This design comes from an exercise in tuning for small area on the open sky130 flow, not from production work.
At most, simulation tests tie the RTL to the original design; equivalence was not proved.
Power is estimated from default activity; no workload was simulated.

==> inputs of 09-03 <==
==> flow/design.v <==
module elephent(
    input  clk,
    input  rst,
    input  onoff,
    output o
);
    reg [9:0] y_do; reg s_do;
    wire [9:0] x_do = y_do ^ 10'b1010101010;
    wire j_do = (x_do & 10'b0011111111) == 10'b0011111111;
    wire [9:0] n_do = {x_do[8:0], x_do[2] ^ x_do[9]};
    wire [9:0] m_do = {n_do[9], n_do[8], n_do[7], n_do[6], n_do[5], n_do[4], n_do[3], n_do[2], n_do[1], (j_do ? 1'b0 : n_do[0])};
    always @(posedge clk) begin
        if (rst) begin y_do <= 10'b1001010101; s_do <= 1'b0; end
        else begin y_do <= m_do ^ 10'b1010101010; s_do <= s_do ^ j_do; end
    end
    reg [9:0] y_re; reg s_re;
    wire [9:0] x_re = y_re ^ 10'b1010101010;
    wire j_re = (x_re & 10'b0111111111) == 10'b0110010001;
    wire [9:0] n_re = {x_re[8:0], x_re[0] ^ x_re[9]};
    wire [9:0] m_re = {n_re[9], n_re[8], n_re[7], n_re[6], n_re[5], n_re[4], n_re[3], n_re[2], n_re[1], (j_re ? 1'b1 : n_re[0])};
    always @(posedge clk) begin
        if (rst) begin y_re <= 10'b0100111011; s_re <= 1'b0; end
        else begin y_re <= m_re ^ 10'b1010101010; s_re <= s_re ^ j_re; end
    end
    reg [9:0] y_mi; reg s_mi;
    wire [9:0] x_mi = y_mi ^ 10'b1010101010;
    wire j_mi = (x_mi & 10'b1011011011) == 10'b0010010010;
    wire [9:0] n_mi = {x_mi[8:0], x_mi[0] ^ x_mi[9]};
    wire [9:0] m_mi = {n_mi[9], n_mi[8], n_mi[7], n_mi[6], n_mi[5], n_mi[4], (j_mi ? 1'b0 : n_mi[3]), n_mi[2], n_mi[1], n_mi[0]};
    always @(posedge clk) begin
        if (rst) begin y_mi <= 10'b1000011100; s_mi <= 1'b0; end
        else begin y_mi <= m_mi ^ 10'b1010101010; s_mi <= s_mi ^ j_mi; end
    end
    reg [9:0] y_sol; reg s_sol;
    wire [9:0] x_sol = y_sol ^ 10'b1010101010;
    wire j_sol = (x_sol & 10'b0111111011) == 10'b0010110010;
    wire [9:0] n_sol = {x_sol[8:0], x_sol[2] ^ x_sol[9]};
    wire [9:0] m_sol = {n_sol[9], n_sol[8], n_sol[7], n_sol[6], n_sol[5], n_sol[4], n_sol[3], n_sol[2], n_sol[1], (j_sol ? 1'b0 : n_sol[0])};
    always @(posedge clk) begin
        if (rst) begin y_sol <= 10'b0000011000; s_sol <= 1'b0; end
        else begin y_sol <= m_sol ^ 10'b1010101010; s_sol <= s_sol ^ j_sol; end
    end
    reg [9:0] y_la; reg s_la;
    wire [9:0] x_la = y_la ^ 10'b1010101010;
    wire j_la = (x_la & 10'b1101111001) == 10'b0000001000;
    wire [9:0] n_la = {x_la[8:0], x_la[0] ^ x_la[9]};
    wire [9:0] m_la = {n_la[9], n_la[8], n_la[7], n_la[6], n_la[5], n_la[4], n_la[3], n_la[2], n_la[1], (j_la ? 1'b1 : n_la[0])};
    always @(posedge clk) begin
        if (rst) begin y_la <= 10'b1010100100; s_la <= 1'b0; end
        else begin y_la <= m_la ^ 10'b1010101010; s_la <= s_la ^ j_la; end
    end
    reg [16:0] yc;
    wire [16:0] xc = yc ^ 17'b11011000111111111;
    wire last = (xc & 17'b11111101111111101) == 17'b01101101011111101;
    wire [16:0] nc = {xc[15:0], xc[11] ^ xc[16]};
    wire [16:0] mc = {nc[16], nc[15], nc[14], nc[13], nc[12], nc[11], (last ? 1'b0 : nc[10]), nc[9], nc[8], nc[7], nc[6], nc[5], nc[4], nc[3], nc[2], nc[1], nc[0]};
    wire adv = onoff & ~rst, hold = ~onoff & ~rst;
    always @(posedge clk) yc <= ({17{adv}} & (mc ^ 17'b11011000111111111)) | ({17{hold}} & yc);
    reg [6:0] code;
    always @(posedge clk)
        if (rst || !onoff) code <= 7'd35;
        else if (last) code <= code + 7'd1;
    reg sp;
    always @(*)
        if (!onoff) sp = 0;
        else case (code)
            43, 51, 59, 69, 77, 85, 107, 123, 1, 5: sp = s_sol;
            71, 75, 87, 91, 7: sp = s_mi;
            73, 89, 95, 11: sp = s_re;
            99, 105, 115, 121, 3: sp = s_la;
            79, 93, 97, 101, 103, 110, 113, 117, 118, 119, 125, 15: sp = s_do;
            default: sp = 0;
        endcase
    assign o = sp;
endmodule
==> flow/flow/run.sh <==
#!/bin/bash
# Own layout flow: the standard flow (standard.sh), with two changes:
#  - synthesis is the standard synthesis script with ABC's mapping script replaced by an
#    area-oriented one (flow/area.abc); registers are mapped before ABC, so their names and
#    cells are those of the standard synthesis;
#  - clock tree synthesis without dummy loads.
set -euo pipefail
W=$(pwd)
cat > "$W/own_synth.tcl" <<EOT
proc abc {args} {
  set i [lsearch -exact \$args -script]
  if {\$i >= 0} { set args [lreplace \$args \$i [expr {\$i + 1}] -script $W/flow/area.abc] }
  yosys abc {*}\$args
}
source $W/synth_recipe.tcl
EOT
bash "$W/standard.sh" "SYNTH_SCRIPT=$W/own_synth.tcl" \
  "CTS_ARGS=-sink_clustering_enable -repair_clock_nets -dont_use_dummy_load" \
  finish > "$W/flow_make.log" 2>&1
==> flow/flow/area.abc <==
strash
&get -n
&deepsyn -T 60
&put
dc2
dch
amap
topo
==> flow/standard.sh <==
#!/bin/bash
# synth_recipe.tcl (not shown) runs the flow's synth.tcl, then flattens the netlist and writes it again
# the make line also repeats each setting of config.mk as NAME=value (left out here)
make -C /OpenROAD-flow-scripts/flow DESIGN_CONFIG=/design/flow/config.mk WORK_HOME=/design/flow/orfs CLKGATE_MAP_FILE= SYNTH_SCRIPT=/design/flow/synth_recipe.tcl "${@:-finish}"
==> flow/config.mk <==
export PLATFORM = sky130hd
export DESIGN_NAME = elephent
export DESIGN_NICKNAME = elephent
export VERILOG_FILES = /design/flow/design.v
export SDC_FILE = /design/flow/constraint.sdc
export NUM_CORES = 4
export LEC_CHECK = 0
export CAP_MARGIN = 20
export CORE_MARGIN = 2
export CORE_UTILIZATION = 75
export SLEW_MARGIN = 20
==> flow/constraint.sdc <==
create_clock -name core_clock -period 10.0 [get_ports {clk}]
set_input_delay 2.0000 -clock core_clock [delete_from_list [all_inputs] [get_ports {clk}]]
set_output_delay 2.0000 -clock core_clock [all_outputs]
set_load 0.01 [all_outputs]
==> 01-14: changes against 09-03 <==
--- a/flow/design.v
+++ b/flow/design.v
@@ -54,21 +54,22 @@
     wire last = (xc & 17'b11111101111111101) == 17'b01101101011111101;
     wire [16:0] nc = {xc[15:0], xc[11] ^ xc[16]};
     wire [16:0] mc = {nc[16], nc[15], nc[14], nc[13], nc[12], nc[11], (last ? 1'b0 : nc[10]), nc[9], nc[8], nc[7], nc[6], nc[5], nc[4], nc[3], nc[2], nc[1], nc[0]};
-    wire adv = onoff & ~rst, hold = ~onoff & ~rst;
-    always @(posedge clk) yc <= ({17{adv}} & (mc ^ 17'b11011000111111111)) | ({17{hold}} & yc);
+    always @(posedge clk)
+        if (rst) yc <= 0;
+        else if (onoff) yc <= mc ^ 17'b11011000111111111;
     reg [6:0] code;
     always @(posedge clk)
-        if (rst || !onoff) code <= 7'd35;
+        if (rst || !onoff) code <= 7'd0;
         else if (last) code <= code + 7'd1;
     reg sp;
     always @(*)
         if (!onoff) sp = 0;
         else case (code)
-            43, 51, 59, 69, 77, 85, 107, 123, 1, 5: sp = s_sol;
-            71, 75, 87, 91, 7: sp = s_mi;
-            73, 89, 95, 11: sp = s_re;
-            99, 105, 115, 121, 3: sp = s_la;
-            79, 93, 97, 101, 103, 110, 113, 117, 118, 119, 125, 15: sp = s_do;
+            8, 16, 24, 34, 42, 50, 72, 88, 94, 98: sp = s_sol;
+            36, 40, 52, 56, 100: sp = s_mi;
+            38, 54, 60, 104: sp = s_re;
+            64, 70, 80, 86, 96: sp = s_la;
+            44, 58, 62, 66, 68, 75, 78, 82, 83, 84, 90, 108: sp = s_do;
             default: sp = 0;
         endcase
     assign o = sp;
--- a/flow/flow/run.sh
+++ b/flow/flow/run.sh
@@ -15,5 +15,5 @@
 source $W/synth_recipe.tcl
 EOT
 bash "$W/standard.sh" "SYNTH_SCRIPT=$W/own_synth.tcl" \
-  "CTS_ARGS=-sink_clustering_enable -repair_clock_nets -dont_use_dummy_load" \
+  "CTS_ARGS=-sink_clustering_enable -repair_clock_nets -dont_use_dummy_load -buf_list sky130_fd_sc_hd__clkbuf_2 -root_buf sky130_fd_sc_hd__clkbuf_4 -sink_clustering_size 12 -sink_clustering_max_diameter 60" \
   finish > "$W/flow_make.log" 2>&1
==> flow/flow/area.abc (replaced) <==
strash
dch
amap
topo
--- a/flow/config.mk
+++ b/flow/config.mk
@@ -7,5 +7,5 @@
 export LEC_CHECK = 0
 export CAP_MARGIN = 20
 export CORE_MARGIN = 2
-export CORE_UTILIZATION = 75
+export CORE_UTILIZATION = 40
 export SLEW_MARGIN = 20
==> notes <==
Sequential power is about the same in 01-14 and 09-03. Of 09-03 and 01-14, 09-03 has the higher first-iteration DRC count (gap 90%, measured against 01-14). 01-14 completed with no timing, DRC or antenna violations. 09-03 ran to the end with no violations. In 09-03 the synthesized area is smaller than in 01-14, by about 3.2%. In 09-03 the setup slack is better than in 01-14, by 740 ps. In non-clock buffer count, 09-03 and 01-14 do not differ. Between 01-14 and 09-03, the lower fmax is in 01-14 (gap about 12%, measured against 09-03).
==> figures <==
Run status: 09-03 timing/DRC/antenna clean; 01-14 timing/DRC/antenna clean
Top-area cell type share of the netlist area: 09-03 62.1%; 01-14 60.1%
Post-route non-filler standard cell count: 09-03 328; 01-14 374
Combined area of the multi-input logic cells: 09-03 865 um^2; 01-14 972 um^2
R2R Path End: 09-03 code[5]; 01-14 code[6]
Count of routing violations after the opening detailed-route iteration: 09-03 150; 01-14 79
Instance area after placement: 09-03 0.00264 mm^2; 01-14 0.00276 mm^2
Die Width: 09-03 62.3 um; 01-14 85.1 um
Final Power: 09-03 0.500 mW; 01-14 0.496 mW
Worst Skew: 09-03 19.4 ps; 01-14 26.9 ps
Final core utilization: 09-03 81.9%; 01-14 44.6%
Sequential-to-total area share from yosys stat: 09-03 62.1%; 01-14 60.1%
Simple-gate area share of the yosys netlist: 09-03 19.1%; 01-14 20.7%
Reg-to-reg startpoint: 09-03 yc[5]; 01-14 yc[16]
For 09-03, only the layout was checked, not whether the RTL still works.

static timing again, ports no longer ideal:
The flow's constraints put no driver on any port. The routed layouts listed below were extracted and timed again, unchanged, in two steps. Step 1 sets driving cells, clkbuf_16 on the clock port and buf_2 on the other inputs (assumed; they add their load-dependent delay and slew). Step 2, shift: input delay + t, output delay - t, t = (earliest + latest rising clock arrival at the registers) / 2. This alone moves slack from input paths to output paths. a / b / c = ideal / step 1 / step 2; a / b = the first two.
run	t, ns	setup slack, ns	worst setup path after step 2	latest minus earliest clock arrival (ns)	worst register clock-pin slew, ns
09-03	0.409	4.496 / 4.474 / 4.474	input to output	0.023 / 0.023	0.11 / 0.11
01-14	0.418	3.751 / 3.729 / 3.729	input to output	0.034 / 0.034	0.12 / 0.12
After both steps setup and hold are still met in every run listed.
